Background: an optimization exercise with open tools, aiming at small area and a short achievable clock period. Do not read the settings as production practice. Function was not checked in any run shown here: the RTL went through the layout flow alone.

File: flow/config.mk
export PLATFORM = sky130hd
export DESIGN_NAME = conv2d
export DESIGN_NICKNAME = conv2d
export VERILOG_FILES = /design/flow/design.v
export SDC_FILE = /design/flow/constraint.sdc
export NUM_CORES = 4
export LEC_CHECK = 0
export CAP_MARGIN = 20
export CORE_MARGIN = 2
export CORE_UTILIZATION = 40
export SLEW_MARGIN = 20
File: flow/constraint.sdc
create_clock -name core_clock -period 35.0 [get_ports {CLK}]
set_input_delay 7.0000 -clock core_clock [delete_from_list [all_inputs] [get_ports {CLK}]]
set_output_delay 7.0000 -clock core_clock [all_outputs]
set_load 0.01 [all_outputs]
File: flow/design.v
module FA(a,b,cin,s,cout);
	output s,cout;
	input cin,a,b;
	wire x,y,z;
	xor(x,a,b); 
	xor(s,x,cin);
	and(y,a,b);
	and(z,cin,x);
	or (cout,y,z);
endmodule
module adder #(parameter DATA_WIDTH = 32) (s,co,cin,a,b);  
	output [DATA_WIDTH-1:0] s;
	output co;
	input cin;
	input [DATA_WIDTH-1:0] a,b;
	wire [DATA_WIDTH-1:0] cout;
	assign co = cout[DATA_WIDTH-1];
	genvar i;
	generate
		for(i = 0; i < DATA_WIDTH; i = i+1)
			begin :gen_loop
				if(i == 0) FA ins(a[i],b[i],cin,s[i],cout[i]); 
				else FA ins(a[i],b[i],cout[i-1],s[i],cout[i]);
			end
	endgenerate
endmodule
module D_FF #(parameter WIDTH = 16 )(CLK,RST,IN,Q,E);
input CLK,RST,E;
input [WIDTH-1:0] IN;
output reg [WIDTH-1:0] Q;
always @(posedge CLK or negedge RST) begin
	if	(!RST)	
		Q<=0;
	else if(E==1'b1)
		Q <= IN;
	else Q<=Q;
end
endmodule
module delay_clock #(parameter DATA_WIDTH = 8,	parameter N_CLOCKs = 12)(CLK,RST,E,IN,out);  
	input CLK,RST,E;
	input [DATA_WIDTH-1:0] IN;
	output [DATA_WIDTH-1:0] out;
	wire [DATA_WIDTH-1:0] tmp [0 : N_CLOCKs-1];
	assign out = tmp[N_CLOCKs-1];
genvar i;
generate
	for (i = 0; i < N_CLOCKs; i=i+1) begin: DFF
		if(i==0) D_FF#(DATA_WIDTH) D_FF_INS(.CLK(CLK),
														.RST(RST),
														.IN(IN),
														.Q(tmp[i]), 
														.E(E) );
		else 		 D_FF#(DATA_WIDTH) D_FF_INS(.CLK(CLK),
														.RST(RST),
														.IN(tmp[i-1]),
														.Q(tmp[i]),
														.E(E) );
	end
	endgenerate
endmodule
module delay_valid #(parameter N_CLOCKs = 12) (clk,resetn,valid_in,valid_out);
	input clk;
	input resetn;
	input valid_in;
	output valid_out;
    wire out_valid;
    delay_clock #(.DATA_WIDTH(1),.N_CLOCKs(N_CLOCKs)) valid_inst(clk,resetn,valid_in,valid_in,out_valid);
    assign valid_out = out_valid& valid_in;
endmodule
module LINE_BUFFER #(parameter DATA_WIDTH = 16,  parameter IMG_WIDTH = 28) (CLK,RST,IN,OUT,E);
input CLK,RST,E;
input [DATA_WIDTH-1:0] IN;
output [DATA_WIDTH-1:0] OUT;
wire [DATA_WIDTH-1:0] tmp [0:IMG_WIDTH-1];
assign OUT = tmp[IMG_WIDTH-1];
genvar i;
generate
	for (i = 0; i < IMG_WIDTH; i=i+1) begin: DFF
		if(i==0) D_FF#(DATA_WIDTH) D_FF_INS(.CLK(CLK),
														.RST(RST),
														.IN(IN),
														.Q(tmp[i]), 
														.E(E) );
		else 		 D_FF#(DATA_WIDTH) D_FF_INS(.CLK(CLK),
														.RST(RST),
														.IN(tmp[i-1]),
														.Q(tmp[i]),
														.E(E) );
	end
	endgenerate
endmodule
module four_line_buffer 	#(	parameter DATA_WIDTH = 16,parameter IMG_WIDTH = 28 )(CLK,RST,data_in,w1,w2,w3,w4,w5,w6,w7,w8,w9,w10,w11,w12,w13,w14,w15,w16,w17,w18,w19,w20,w21,w22,w23,w24,w25,data_valid_in,valid_out);
input CLK,RST,data_valid_in;
input [DATA_WIDTH-1:0] data_in;
output [DATA_WIDTH-1:0] w1,w2,w3,w4,w5,w6,w7,w8,w9,w10,w11,w12,w13,w14,w15,w16,w17,w18,w19,w20,w21,w22,w23,w24,w25;
output valid_out;
LINE_BUFFER #(DATA_WIDTH,IMG_WIDTH ) LB1(.CLK(CLK),
																.RST(RST),
																.IN(w25),
																.OUT(w20),
																.E(data_valid_in));
 LINE_BUFFER #(DATA_WIDTH,IMG_WIDTH ) LB2(.CLK(CLK),
																.RST(RST),
																.IN(w20),
																.OUT(w15),
																.E(data_valid_in));
 LINE_BUFFER #(DATA_WIDTH,IMG_WIDTH ) LB3(.CLK(CLK),
																.RST(RST),
																.IN(w15),
																.OUT(w10),
																.E(data_valid_in));																
LINE_BUFFER #(DATA_WIDTH,IMG_WIDTH ) LB4(.CLK(CLK),
																.RST(RST),
																.IN(w10),
																.OUT(w5),
																.E(data_valid_in));
D_FF #(DATA_WIDTH )DFF1 (	.CLK(CLK),
									.RST(RST),
									.IN(data_in),
									.Q(w25),
									.E(data_valid_in));
D_FF #(DATA_WIDTH )DFF2 (	.CLK(CLK),
									.RST(RST),
									.IN(w25),
									.Q(w24),
									.E(data_valid_in));
D_FF #(DATA_WIDTH )DFF3 (	.CLK(CLK),
									.RST(RST),
									.IN(w24),
									.Q(w23),
									.E(data_valid_in));
D_FF #(DATA_WIDTH )DFF4 (	.CLK(CLK),
									.RST(RST),
									.IN(w23),
									.Q(w22),
									.E(data_valid_in));
D_FF #(DATA_WIDTH )DFF5 (	.CLK(CLK),
									.RST(RST),
									.IN(w22),
									.Q(w21),
									.E(data_valid_in));	
D_FF #(DATA_WIDTH )DFF6 (	.CLK(CLK),
									.RST(RST),
									.IN(w20),
									.Q(w19),
									.E(data_valid_in));	
D_FF #(DATA_WIDTH )DFF7 (	.CLK(CLK),
									.RST(RST),
									.IN(w19),
									.Q(w18),
									.E(data_valid_in));	
D_FF #(DATA_WIDTH )DFF8 (	.CLK(CLK),
									.RST(RST),
									.IN(w18),
									.Q(w17),
									.E(data_valid_in));
D_FF #(DATA_WIDTH )DFF9 (	.CLK(CLK),
									.RST(RST),
									.IN(w17),
									.Q(w16),
									.E(data_valid_in));
D_FF #(DATA_WIDTH )DFF10 (	.CLK(CLK),
									.RST(RST),
									.IN(w15),
									.Q(w14),
									.E(data_valid_in));
D_FF #(DATA_WIDTH )DFF11 (	.CLK(CLK),
									.RST(RST),
									.IN(w14),
									.Q(w13),
									.E(data_valid_in));
D_FF #(DATA_WIDTH )DFF12 (	.CLK(CLK),
									.RST(RST),
									.IN(w13),
									.Q(w12),
									.E(data_valid_in));	
D_FF #(DATA_WIDTH )DFF13 (	.CLK(CLK),
									.RST(RST),
									.IN(w12),
									.Q(w11),
									.E(data_valid_in));	
D_FF #(DATA_WIDTH )DFF14 (	.CLK(CLK),
									.RST(RST),
									.IN(w10),
									.Q(w9),
									.E(data_valid_in));
D_FF #(DATA_WIDTH )DFF21 (	.CLK(CLK),
									.RST(RST),
									.IN(w9),
									.Q(w8),
									.E(data_valid_in));
D_FF #(DATA_WIDTH )DFF15 (	.CLK(CLK),
									.RST(RST),
									.IN(w8),
									.Q(w7),
									.E(data_valid_in));
D_FF #(DATA_WIDTH )DFF16 (	.CLK(CLK),
									.RST(RST),
									.IN(w7),
									.Q(w6),
									.E(data_valid_in));
D_FF #(DATA_WIDTH )DFF17 (	.CLK(CLK),
									.RST(RST),
									.IN(w5),
									.Q(w4),
									.E(data_valid_in));
D_FF #(DATA_WIDTH )DFF18 (	.CLK(CLK),
									.RST(RST),
									.IN(w4),
									.Q(w3),
									.E(data_valid_in));
D_FF #(DATA_WIDTH )DFF19 (	.CLK(CLK),
									.RST(RST),
									.IN(w3),
									.Q(w2),
									.E(data_valid_in));	
D_FF #(DATA_WIDTH )DFF20 (	.CLK(CLK),
									.RST(RST),
									.IN(w2),
									.Q(w1),
									.E(data_valid_in));	
delay_valid #(.N_CLOCKs(IMG_WIDTH*4+5)) valid_ins(CLK,RST,data_valid_in,valid_out);
endmodule 						
module mult_24bit #(parameter A_WIDTH = 8, parameter B_WIDTH = 8, parameter P_WIDTH = 16) (a,b,p);  
input [A_WIDTH-1:0] a;
input [B_WIDTH-1:0] b;
output [P_WIDTH-1:0] p;
wire [A_WIDTH-1:0] l [0:B_WIDTH-1];
wire [P_WIDTH-1:0] s [0:B_WIDTH-1];
genvar i;
generate
	for (i = 0; i < B_WIDTH; i = i+1) begin: ROW
		assign l[i] = {A_WIDTH{b[i]}}&a[A_WIDTH-1:0];
		if (i == 0) assign s[i] = {{(P_WIDTH-A_WIDTH){1'b0}},l[i]};
		else        assign s[i] = s[i-1] + ({{(P_WIDTH-A_WIDTH){1'b0}},l[i]}<<i);
	end
endgenerate
assign p= s[B_WIDTH-1];
endmodule
module conv2d #(  parameter DATA_WIDTH = 8,  parameter KERNEL_WIDTH = 8,  parameter IMG_WIDTH = 32,  parameter OUT_WIDTH = 21) (
	 input     wire            CLK,
    input     wire            RST,
    input     wire            data_valid_in,
    input     wire   [DATA_WIDTH-1:0]    data_in,
    input     wire            load_kernel,
    input     wire   [KERNEL_WIDTH-1:0]   kernel,    
    output    wire   [OUT_WIDTH-1:0]    data_out,
    output     valid_out, 
	 output reg load_kernel_done);
wire [DATA_WIDTH-1:0] w1,w2,w3,w4,w5,w6,w7,w8,w9,w10,w11,w12,w13,w14,w15,w16,w17,w18,w19,w20,w21,w22,w23,w24,w25;
    reg [KERNEL_WIDTH-1:0] kernelR [0:24];
	 reg [4:0] counter_load;
always @(posedge CLK)
      if (load_kernel)
        kernelR[counter_load] <= kernel;
    always @ (posedge CLK or negedge RST) begin
      if(RST == 1'b0) begin
        counter_load <= 4'b0;
      end
      else if (load_kernel == 1'b1) begin
        counter_load <= counter_load + 5'b1;
      end
      else if (load_kernel == 1'b0) begin
        counter_load <= counter_load;
      end
	  end
	always @ (posedge CLK or negedge RST) begin
		if(RST == 1'b0) begin
			load_kernel_done <= 1'b0;
		end
		else if (counter_load == 5'd25) begin
			load_kernel_done <= 1'b1;
		end
		else begin
			load_kernel_done <= load_kernel_done;
		end
	end
	 four_line_buffer #(.DATA_WIDTH(DATA_WIDTH),.IMG_WIDTH(IMG_WIDTH)) 
					four_lbs	  (CLK,
									RST,
									data_in,
									w1,
									w2,
									w3,
									w4,
									w5,
									w6,
									w7,
									w8,
									w9,
									w10,
									w11,
									w12,
									w13,
									w14,
									w15,
									w16,
									w17,
									w18,
									w19,
									w20,
									w21,
									w22,
									w23,
									w24,
									w25,
									data_valid_in,
									valid_out);
wire [OUT_WIDTH-1:0] m0,m1,m2,m3,m4,m5,m6,m7,m8,m9,m10,m11,m12,m13,m14,m15,m16,m17,m18,m19,m20,m21,m22,m23,m24;								
mult_24bit #(.A_WIDTH(KERNEL_WIDTH),.B_WIDTH(DATA_WIDTH),.P_WIDTH(OUT_WIDTH)) mult1(.a(kernelR[0]),.b(w25),.p(m0));
mult_24bit #(.A_WIDTH(KERNEL_WIDTH),.B_WIDTH(DATA_WIDTH),.P_WIDTH(OUT_WIDTH)) mult2(.a(kernelR[1]),.b(w24),.p(m1));
mult_24bit #(.A_WIDTH(KERNEL_WIDTH),.B_WIDTH(DATA_WIDTH),.P_WIDTH(OUT_WIDTH)) mult3(.a(kernelR[2]),.b(w23),.p(m2));
mult_24bit #(.A_WIDTH(KERNEL_WIDTH),.B_WIDTH(DATA_WIDTH),.P_WIDTH(OUT_WIDTH)) mult4(.a(kernelR[3]),.b(w22),.p(m3));
mult_24bit #(.A_WIDTH(KERNEL_WIDTH),.B_WIDTH(DATA_WIDTH),.P_WIDTH(OUT_WIDTH)) mult5(.a(kernelR[4]),.b(w21),.p(m4));
mult_24bit #(.A_WIDTH(KERNEL_WIDTH),.B_WIDTH(DATA_WIDTH),.P_WIDTH(OUT_WIDTH)) mult6(.a(kernelR[5]),.b(w20),.p(m5));
mult_24bit #(.A_WIDTH(KERNEL_WIDTH),.B_WIDTH(DATA_WIDTH),.P_WIDTH(OUT_WIDTH)) mult7(.a(kernelR[6]),.b(w19),.p(m6));
mult_24bit #(.A_WIDTH(KERNEL_WIDTH),.B_WIDTH(DATA_WIDTH),.P_WIDTH(OUT_WIDTH)) mult8(.a(kernelR[7]),.b(w18),.p(m7));
mult_24bit #(.A_WIDTH(KERNEL_WIDTH),.B_WIDTH(DATA_WIDTH),.P_WIDTH(OUT_WIDTH)) mult9(.a(kernelR[8]),.b(w17),.p(m8));
mult_24bit #(.A_WIDTH(KERNEL_WIDTH),.B_WIDTH(DATA_WIDTH),.P_WIDTH(OUT_WIDTH)) mult10(.a(kernelR[9]),.b(w16),.p(m9));
mult_24bit #(.A_WIDTH(KERNEL_WIDTH),.B_WIDTH(DATA_WIDTH),.P_WIDTH(OUT_WIDTH)) mult11(.a(kernelR[10]),.b(w15),.p(m10));
mult_24bit #(.A_WIDTH(KERNEL_WIDTH),.B_WIDTH(DATA_WIDTH),.P_WIDTH(OUT_WIDTH)) mult12(.a(kernelR[11]),.b(w14),.p(m11));
mult_24bit #(.A_WIDTH(KERNEL_WIDTH),.B_WIDTH(DATA_WIDTH),.P_WIDTH(OUT_WIDTH)) mult13(.a(kernelR[12]),.b(w13),.p(m12));
mult_24bit #(.A_WIDTH(KERNEL_WIDTH),.B_WIDTH(DATA_WIDTH),.P_WIDTH(OUT_WIDTH)) mult14(.a(kernelR[13]),.b(w12),.p(m13));
mult_24bit #(.A_WIDTH(KERNEL_WIDTH),.B_WIDTH(DATA_WIDTH),.P_WIDTH(OUT_WIDTH)) mult15(.a(kernelR[14]),.b(w11),.p(m14));
mult_24bit #(.A_WIDTH(KERNEL_WIDTH),.B_WIDTH(DATA_WIDTH),.P_WIDTH(OUT_WIDTH)) mult16(.a(kernelR[15]),.b(w10),.p(m15));
mult_24bit #(.A_WIDTH(KERNEL_WIDTH),.B_WIDTH(DATA_WIDTH),.P_WIDTH(OUT_WIDTH)) mult17(.a(kernelR[16]),.b(w9),.p(m16));
mult_24bit #(.A_WIDTH(KERNEL_WIDTH),.B_WIDTH(DATA_WIDTH),.P_WIDTH(OUT_WIDTH)) mult18(.a(kernelR[17]),.b(w8),.p(m17));
mult_24bit #(.A_WIDTH(KERNEL_WIDTH),.B_WIDTH(DATA_WIDTH),.P_WIDTH(OUT_WIDTH)) mult19(.a(kernelR[18]),.b(w7),.p(m18));
mult_24bit #(.A_WIDTH(KERNEL_WIDTH),.B_WIDTH(DATA_WIDTH),.P_WIDTH(OUT_WIDTH)) mult20(.a(kernelR[19]),.b(w6),.p(m19));
mult_24bit #(.A_WIDTH(KERNEL_WIDTH),.B_WIDTH(DATA_WIDTH),.P_WIDTH(OUT_WIDTH)) mult21(.a(kernelR[20]),.b(w5),.p(m20));
mult_24bit #(.A_WIDTH(KERNEL_WIDTH),.B_WIDTH(DATA_WIDTH),.P_WIDTH(OUT_WIDTH)) mult22(.a(kernelR[21]),.b(w4),.p(m21));
mult_24bit #(.A_WIDTH(KERNEL_WIDTH),.B_WIDTH(DATA_WIDTH),.P_WIDTH(OUT_WIDTH)) mult23(.a(kernelR[22]),.b(w3),.p(m22));
mult_24bit #(.A_WIDTH(KERNEL_WIDTH),.B_WIDTH(DATA_WIDTH),.P_WIDTH(OUT_WIDTH)) mult24(.a(kernelR[23]),.b(w2),.p(m23));
mult_24bit #(.A_WIDTH(KERNEL_WIDTH),.B_WIDTH(DATA_WIDTH),.P_WIDTH(OUT_WIDTH)) mult25(.a(kernelR[24]),.b(w1),.p(m24));
wire [OUT_WIDTH-1:0] s0,s1,s2,s3,s4,s5,s6,s7,s8,s9,s10,s11,s12,s13,s14,s15,s16,s17,s18,s19,s20,s21,s22,s23,s24;
adder #( .DATA_WIDTH(OUT_WIDTH) ) add1(.s(s0),.co(),.cin(1'b0),.a(m0),.b(m1));
adder #( .DATA_WIDTH(OUT_WIDTH) ) add2(.s(s1),.co(),.cin(1'b0),.a(s0),.b(m2));
adder #( .DATA_WIDTH(OUT_WIDTH) ) add3(.s(s2),.co(),.cin(1'b0),.a(s1),.b(m3));
adder #( .DATA_WIDTH(OUT_WIDTH) ) add4(.s(s3),.co(),.cin(1'b0),.a(s2),.b(m4));
adder #( .DATA_WIDTH(OUT_WIDTH) ) add5(.s(s4),.co(),.cin(1'b0),.a(s3),.b(m5));
adder #( .DATA_WIDTH(OUT_WIDTH) ) add6(.s(s5),.co(),.cin(1'b0),.a(s4),.b(m6));
adder #( .DATA_WIDTH(OUT_WIDTH) ) add7(.s(s6),.co(),.cin(1'b0),.a(s5),.b(m7));
adder #( .DATA_WIDTH(OUT_WIDTH) ) add8(.s(s7),.co(),.cin(1'b0),.a(s6),.b(m8));
adder #( .DATA_WIDTH(OUT_WIDTH) ) add9(.s(s8),.co(),.cin(1'b0),.a(s7),.b(m9));
adder #( .DATA_WIDTH(OUT_WIDTH) ) add10(.s(s9),.co(),.cin(1'b0),.a(s8),.b(m10));
adder #( .DATA_WIDTH(OUT_WIDTH) ) add11(.s(s10),.co(),.cin(1'b0),.a(s9),.b(m11));
adder #( .DATA_WIDTH(OUT_WIDTH) ) add12(.s(s11),.co(),.cin(1'b0),.a(s10),.b(m12));
adder #( .DATA_WIDTH(OUT_WIDTH) ) add13(.s(s12),.co(),.cin(1'b0),.a(s11),.b(m13));
adder #( .DATA_WIDTH(OUT_WIDTH) ) add14(.s(s13),.co(),.cin(1'b0),.a(s12),.b(m14));
adder #( .DATA_WIDTH(OUT_WIDTH) ) add15(.s(s14),.co(),.cin(1'b0),.a(s13),.b(m15));
adder #( .DATA_WIDTH(OUT_WIDTH) ) add16(.s(s15),.co(),.cin(1'b0),.a(s14),.b(m16));
adder #( .DATA_WIDTH(OUT_WIDTH) ) add17(.s(s16),.co(),.cin(1'b0),.a(s15),.b(m17));
adder #( .DATA_WIDTH(OUT_WIDTH) ) add18(.s(s17),.co(),.cin(1'b0),.a(s16),.b(m18));
adder #( .DATA_WIDTH(OUT_WIDTH) ) add19(.s(s18),.co(),.cin(1'b0),.a(s17),.b(m19));
adder #( .DATA_WIDTH(OUT_WIDTH) ) add20(.s(s19),.co(),.cin(1'b0),.a(s18),.b(m20));
adder #( .DATA_WIDTH(OUT_WIDTH) ) add21(.s(s20),.co(),.cin(1'b0),.a(s19),.b(m21));
adder #( .DATA_WIDTH(OUT_WIDTH) ) add22(.s(s21),.co(),.cin(1'b0),.a(s20),.b(m22));
adder #( .DATA_WIDTH(OUT_WIDTH) ) add23(.s(s22),.co(),.cin(1'b0),.a(s21),.b(m23));
adder #( .DATA_WIDTH(OUT_WIDTH) ) add24(.s(s23),.co(),.cin(1'b0),.a(s22),.b(m24));
assign data_out=s23;
endmodule
File: flow/run.sh
#!/bin/bash
# synth_recipe.tcl (not shown) runs the flow's synth.tcl, then flattens the netlist and writes it again
# the make line also repeats each setting of config.mk as NAME=value (left out here)
make -C /OpenROAD-flow-scripts/flow DESIGN_CONFIG=/design/flow/config.mk WORK_HOME=/design/flow/orfs CLKGATE_MAP_FILE= SYNTH_SCRIPT=/design/flow/synth_recipe.tcl finish
==> impl_metrics.toml, run 1 <==
[run_status]
outcome = "complete, no violations"

[cts]
cts_tree = "yes"
cts_max_path_buffers = 4
postCtsHoldBufs = 0
post_cts_buffers = 0
clkSlewWorstSetupHoldPaths_ns = 0.06
cts_max_level = 4
clock_latency_ns = 0.83
cts_resized = 0
numCtsBuffers = 169
cts-root-buf = "clkbuf_16"
numClockSinks = 1403

[sta]
tightest_slew_ns = 1.04
hold_ws_ns = 0.470
setup_viol_count_final = 0
clock_skew_ns = 0.0500
grt_setup_unrepaired = "false"
layout_min_cycle_time_ns = 32.23
hold_viol_final = 0
max_slew_margin = 0.303
fmax_mhz = 31.0
tns_ns = 0
drv_slew = 0
fin_crit_sh = 0.921

[floorplan]
core-area_sq_mm = 0.277
io_pins = 43
initial_utilization = 0.403
rows = 193
die_area_sq_mm = 0.283
die_h_microns = 532
die_w_microns = 532

[synthesis]
synthesis.area_sq_mm = 0.112
syn_nets = 11709
synthTopCellsByCount = "fa_1 (1260), dfrtp_1 (1203), and2_1 (1042)"
yosysUniqueCellTypes = 47
avgSynthCellArea_sq_um = 11.9
synth-seq-cells = 1403
synth_most_common_cell = "fa_1"
synth_cells = 9408
synthArstFlopShare = 0.857
synth.area.top_cells = "dfrtp_1 (27%), fa_1 (23%), ha_1 (11%), mux2_2 (9.0%), and2_1 (5.8%)"
synth_edf_count = 200
seq_area_frac_synth = 0.324
netlist.top_cell.by_area = "dfrtp_1"
synth_top_cell_area_share = 0.270
ys.warnings.count = 6
ys.flop_type = "dfrtp_1"

[detailed_routing]
vias_per_cell = 5.03
drc = 0
ant_nets = 0
num_vias = 66485
drtIter0Drc = 3211
totalWireLength_microns = 242000
routedWlPerCell_microns = 18.3
drtPass1Iterations = 5

[setup_path]
cp-end-kind = "output port"
critPathTopFamily = "adder cells"
cp.required_ns = 28.00
path_max_fanout = 10
worstSetupStartpointType = "flip-flop"
crit-reg2reg-launch = "counter_load[1]"
r2r_setup_slack_ns = 32.28
worstRegToRegCells = 4
critPathSlowestCell = "xnor2_1"
cp.depth = 63
arrival_ns = 25.23
cp_slowest_stage_delay_ns = 0.75
r2r-end = "kernelR[20][0]"
path_common_cell = "fa_1"
worstSetupEndpoint = "data_out[20]"
crit_buf_inv = 8
worstSetupPathType = "flip-flop to output port"
crit_start = "four_lbs.DFF1.Q[1]"

[cells_and_area]
final_util = 0.437
nets = 11677
drive_gt1_frac = 0.131
final_cells = 13212
area_growth_pct = 8.63

[grt]
grt_max_degree = 195
grt_use_met3 = 0.0179
busiest_layer = "met2"
grt_overflow = 0
grt_pass1_vias = 73289
antenna_found_initial = 11
grt_pass1_wl_microns = 396000
met2_usage = 0.321
use_met1 = 0.210
grt_util_all_layers = 0.175

[place]
routabilityCongestion = 0.876
io_buffers = 42
place_inst = 12909
place_hpwl_microns = 182000

[flow_run]
cap_violations = 0

[hold_path]
hold_class = "flip-flop to flip-flop"
==> cells in the final DEF, fill, tap and decap left out, drive strengths merged, types with 3 or more instances in the layout <==
| master | instances |
|---|---|
| nor2b | 50 |
| a2bb2oi | 22 |
| xnor2 | 229 |
| xor2 | 163 |
| nand2 | 738 |
| o41ai | 35 |
| inv | 1017 |
| clkbuf | 248 |
| nor2 | 263 |
| or3 | 49 |
| o21bai | 46 |
| bufinv | 9 |
| fa | 1260 |
| nor4 | 15 |
| nor3 | 84 |
| o21ai | 141 |
| o21a | 25 |
| and2 | 1042 |
| clkinv | 28 |
| a21o | 76 |
| diode | 6 |
| edfxtp | 200 |
| a21oi | 152 |
| clkinvlp | 5 |
| dfrtp | 1203 |
| nand3b | 4 |
| clkdlybuf4s50 | 32 |
| nand3 | 3 |
| ha | 1021 |
| buf | 39 |
| mux2 | 1196 |
| a31oi | 39 |
| a21boi | 7 |
| nand2b | 44 |
==> per-layer routing <==
layer  vias to the layer above  wire length (microns)
met3                       384                   8240
met4                         0                   9710
li1                      30564                      -
met5                         -                      0
met1                     34473                  97700
met2                      1064                 127000
==> logic make-up after synthesis <==
group                    synth area share
XOR/XNOR                           0.0308
multiplexers                        0.121
AO/OA/AOI/OAI                      0.0327
adder cells (fa/ha/maj)             0.341
flip-flops                          0.324
AND/OR/NAND/NOR                     0.106
buffers and inverters              0.0457
==> how the worst min path moves through the flow <==
stage / startpoint / to / slack (ns) / cells after the start
CTS: four_lbs.LB2.DFF[6].genblk1.D_FF_INS.Q[7] / four_lbs.LB2.DFF[7].genblk1.D_FF_INS.Q[7] / 0.46 / 1
global placement: flip-flop / flip-flop / 0.45 / 1
global route: four_lbs.LB3.DFF[15].genblk1.D_FF_INS.Q[7] / four_lbs.LB3.DFF[16].genblk1.D_FF_INS.Q[7] / 0.48 / 1
floorplan: flip-flop / flip-flop / 0.43 / 1
finish: four_lbs.LB2.DFF[6].genblk1.D_FF_INS.Q[7] / four_lbs.LB2.DFF[7].genblk1.D_FF_INS.Q[7] / 0.47 / 1
detailed placement: flip-flop / flip-flop / 0.46 / 1
==> final cells by class <==
| type | instances | area (sq um) |
|---|---|---|
| fillers | 25570 | 156000 |
| multi-input cells | 6720 | 70300 |
| flip-flops and latches | 1403 | 36100 |
| clock buffers | 248 | 5000 |
| well taps | 3705 | 4640 |
| inverters | 1011 | 3790 |
| repair buffers | 71 | 741 |
| clock inverters | 48 | 536 |
| diodes | 6 | 15.0 |
==> stage by stage <==
step                area [sq um]  worst slack, ns
finish                    121000             2.77
CTS                       121000             2.61
global placement          116000             3.75
global route              121000             1.98
floorplan                 112000             6.21
detailed placement        116000             3.55
==> registers in the layout (all words and copies together) (netlist names) <==
register,cells
four_lbs.LB1.DFF.genblk1.D_FF_INS.Q,256
four_lbs.LB2.DFF.genblk1.D_FF_INS.Q,256
four_lbs.LB3.DFF.genblk1.D_FF_INS.Q,256
four_lbs.LB4.DFF.genblk1.D_FF_INS.Q,256
kernelR,200
four_lbs.valid_ins.valid_inst.DFF.genblk1.D_FF_INS.Q,133
four_lbs.DFF1.Q,8
four_lbs.DFF17.Q,8
four_lbs.DFF18.Q,8
four_lbs.DFF19.Q,8
four_lbs.DFF20.Q,8
counter_load,5
load_kernel_done,1
==> run 2, diff against run 1 <==
==> flow/design.v (replaced) <==
module conv2d #(  parameter DATA_WIDTH = 8,  parameter KERNEL_WIDTH = 8,  parameter IMG_WIDTH = 32,  parameter OUT_WIDTH = 21) (
    input  wire                    CLK,
    input  wire                    RST,
    input  wire                    data_valid_in,
    input  wire [DATA_WIDTH-1:0]   data_in,
    input  wire                    load_kernel,
    input  wire [KERNEL_WIDTH-1:0] kernel,
    output wire [OUT_WIDTH-1:0]    data_out,
    output wire                    valid_out,
    output reg                     load_kernel_done);
localparam NTAP = 4*IMG_WIDTH + 5;        
localparam PW   = DATA_WIDTH*NTAP;
localparam KW   = KERNEL_WIDTH*25;
reg [KW-1:0] kr;
reg [4:0]    counter_load;
wire         k_we = load_kernel & (counter_load < 5'd25);
always @(posedge CLK)
    if (k_we) kr <= {kr[KW-KERNEL_WIDTH-1:0], kernel};
always @(posedge CLK or negedge RST)
    if (!RST) counter_load <= 5'd0;
    else if (load_kernel) counter_load <= counter_load + 5'd1;
always @(posedge CLK or negedge RST)
    if (!RST) load_kernel_done <= 1'b0;
    else if (counter_load == 5'd25) load_kernel_done <= 1'b1;
reg [PW-1:0] pv;
always @(posedge CLK)
    if (data_valid_in) pv <= {pv[PW-DATA_WIDTH-1:0], data_in};
reg [7:0] cnt;
reg       full;
always @(posedge CLK or negedge RST)
    if (!RST) begin
        cnt  <= 8'd0;
        full <= 1'b0;
    end else if (data_valid_in & ~full) begin
        cnt  <= cnt + 8'd1;
        full <= (cnt == NTAP-1);
    end
assign valid_out = data_valid_in & full;
function [KERNEL_WIDTH-1:0] K;
    input integer k;
    K = kr[KERNEL_WIDTH*(24-k) +: KERNEL_WIDTH];
endfunction
function [DATA_WIDTH-1:0] P;
    input integer j;
    P = pv[DATA_WIDTH*j +: DATA_WIDTH];
endfunction
reg [OUT_WIDTH-1:0] acc_d;
integer k;
always @* begin
    acc_d = 0;
    for (k = 1; k < 25; k = k + 1)
        acc_d = acc_d + K(k) * P((k % 5) + IMG_WIDTH*(k / 5) - 1);
end
reg [OUT_WIDTH-1:0] acc;
always @(posedge CLK)
    if (data_valid_in) acc <= acc_d;
assign data_out = acc + K(0) * P(0);
endmodule
==> impl_metrics.toml, run 2 <==
[flow_run]
cap_violations = 0

[detailed_routing]
routedWlPerCell_microns = 21.2
drtIter0Drc = 3716
vias_per_cell = 4.81
drtPass1Iterations = 7
num_vias = 51265
totalWireLength_microns = 226000
ant_nets = 0
drc = 0

[setup_path]
crit_start = "data_valid_in"
path_cells = "buf_8, and2_1, clkdlybuf4s50_1"
worstSetupStartpointType = "input pin"
crit-reg2reg-launch = "pv[6]"
cp_slowest_stage_delay_ns = 0.54
path_max_fanout = 81
worstSetupPathType = "input pin to output port"
cp-end-kind = "output port"
critPathSlowestCell = "clkdlybuf4s50_1"
arrival_ns = 8.28
cp.required_ns = 28.00

[sta]
hold_ws_ns = 0.406
tightest_slew_ns = 1.11
fin_crit_sh = 0.437
clock_skew_ns = 0.0468
drv_slew = 0
setup_viol_count_final = 0
layout_min_cycle_time_ns = 15.28
tns_ns = 0
fmax_mhz = 65.5
hold_viol_final = 0
max_slew_margin = 0.260
grt_setup_unrepaired = "false"

[grt]
grt_max_degree = 186
grt_pass1_vias = 55943
antenna_found_initial = 9
grt_util_all_layers = 0.194
grt_overflow = 0
grt_pass1_wl_microns = 353000

[cells_and_area]
fillerInstances = 21437
layout_commonest_cell = "inv_1"
drive_gt1_frac = 0.0311
nets = 9653
regMostFlops = "pv"
largest_reg_flops = 1056
stdcell_area_sq_mm = 0.105
layout_common_cells = "inv_1 (1790), fa_1 (1554), edfxtp_1 (1277)"
area_growth_pct = 9.72
reg_top3 = "pv (1056), kr (200), acc (21)"

[synthesis]
ys.flop_type = "edfxtp_1"
synthArstFlopShare = 0.0116
avgSynthCellArea_sq_um = 13.3
synth_edf_count = 1277
syn_nets = 9465
synth.area.top_cells = "edfxtp_1 (40%), fa_1 (33%), ha_1 (9.3%), inv_1 (7.0%), and2_1 (6.9%)"
synthTopCellsByCount = "inv_1 (1790), fa_1 (1554), edfxtp_1 (1277)"
ys.warnings.count = 1
synth_most_common_cell = "inv_1"
netlist.top_cell.by_area = "edfxtp_1"
synth-seq-cells = 1292
synth_top_cell_area_share = 0.401
synthesis.area_sq_mm = 0.0955
yosysUniqueCellTypes = 46
seq_area_frac_synth = 0.405
synth_cells = 7181

[cts]
numClockSinks = 1292
clock_latency_ns = 0.82
post_cts_buffers = 0
postCtsHoldBufs = 0
cts_max_level = 4
cts_tree = "yes"
cts_resized = 0
clkSlewWorstSetupHoldPaths_ns = 0.06
numCtsBuffers = 140
cts_max_path_buffers = 3
cts-root-buf = "clkbuf_16"

[floorplan]
initial_utilization = 0.402
die_area_sq_mm = 0.243
die_w_microns = 493
die_h_microns = 493
io_pins = 43
rows = 179
core-area_sq_mm = 0.238

[place]
routabilityCongestion = 0.916
io_buffers = 42
placed_area_sq_mm = 0.100
place_hpwl_microns = 177000

[hold_path]
min-delay-start = "pv[907]"
hold_class = "flip-flop to flip-flop"

[run_status]
outcome = "complete, no violations"
## run 2: changes by cell type in the layout (fill, tap and decap cells not counted), moves of 294 or more
cell | previous run | this run
dfrtp_1 | 1203 | 15
edfxtp_1 | 200 | 1277
mux2_2 | 894 | 0
inv_1 | 1011 | 1790
ha_1 | 1021 | 710
mux2_1 | 302 | 0
fa_1 | 1260 | 1554
## run 2: logic make-up (layout without fill, tap and decap cells)
logic type,count (synthesis),after routing,share of synthesized area
other cells,0,3,0
compound gates,96,96,0.00663
simple gates,1683,1683,0.0945
flops,1292,1292,0.405
xor+xnor,43,43,0.00394
fa+ha+maj,2264,2264,0.419
buf+inv,1803,2106,0.0709
## run 2: layout make-up
cell class	instances	area (sq um)	area share
Multi-Input combinational cell	4086	50000	0.477
Tap cell	3167	3960	0.0378
Sequential cell	1292	38700	0.369
Clock inverter	88	1110	0.0106
Antenna cell	3	7.51	0.0000716
Inverter	1790	6720	0.0641
Timing Repair Buffer	59	594	0.00567
Clock buffer	169	3650	0.0349
## run 2: per-layer routing
metal	global-route usage	part of all wire	up-vias
met5	0	0.000057	-
met4	0.0539	0.027	2
li1	-	-	22471
met3	0.0270	0.046	258
met2	0.306	0.47	1083
met1	0.281	0.46	27451
## run 2: path summary, 6_finish.rpt
path | endpoint | slack, ns | cells past startpoint
worst max-delay path | valid_out | 19.72 | 3
worst min-delay path | pv[915] | 0.41 | 0
worst max register to register | acc[19] | 24.94 | 25
worst min register to register | pv[915] | 0.41 | 0
max in group asynchronous | cnt[5] | 27.91 | 1
min in group asynchronous | counter_load[4] | 6.62 | 1
## run 2: worst max-delay path, delay by kind of cell
kind | cells | cell delay [ns]
buffers and inverters | 2 | 0.95
AND/OR/NAND/NOR | 1 | 0.24
## run 2: through the flow
step | utilization | setup WS (ns) | instances
floorplan | - | 20.85 | 7181
global placement | 0.421 | 19.74 | 10394
detailed placement | 0.421 | 19.69 | 10394
CTS | 0.441 | 19.68 | 10651
global route | 0.441 | 19.65 | 10653
finish | 0.441 | 19.72 | 10654

==> static timing again, ports no longer ideal <==
How much do the figures lean on ideal ports? The routed layouts below were timed once more, with nothing changed but the port constraints. Step 1: set_driving_cell puts a clkbuf_16 on CLK and a buf_2 on each other input, an assumption about the parent block. Step 2 times the ports against the registers' clock, not the clock port: input delays grow and output delays shrink by t, the midpoint of the rising clock arrivals with the driver on. Slacks: ideal ports / drivers / drivers and shift; pairs: ideal ports / drivers.
run | t (ns) | setup slack, ns | worst register clock-pin slew, ns
run 1 | 0.899 | 2.768 / 2.675 / 3.574 | 0.07 / 0.07
run 2 | 0.893 | 19.722 / 19.617 / 19.617 | 0.07 / 0.07
After both steps setup and hold are still met in every run listed. For run 2, which loses most, drivers alone change the setup slack by -0.105 ns; drivers and shift together by -0.105 ns.
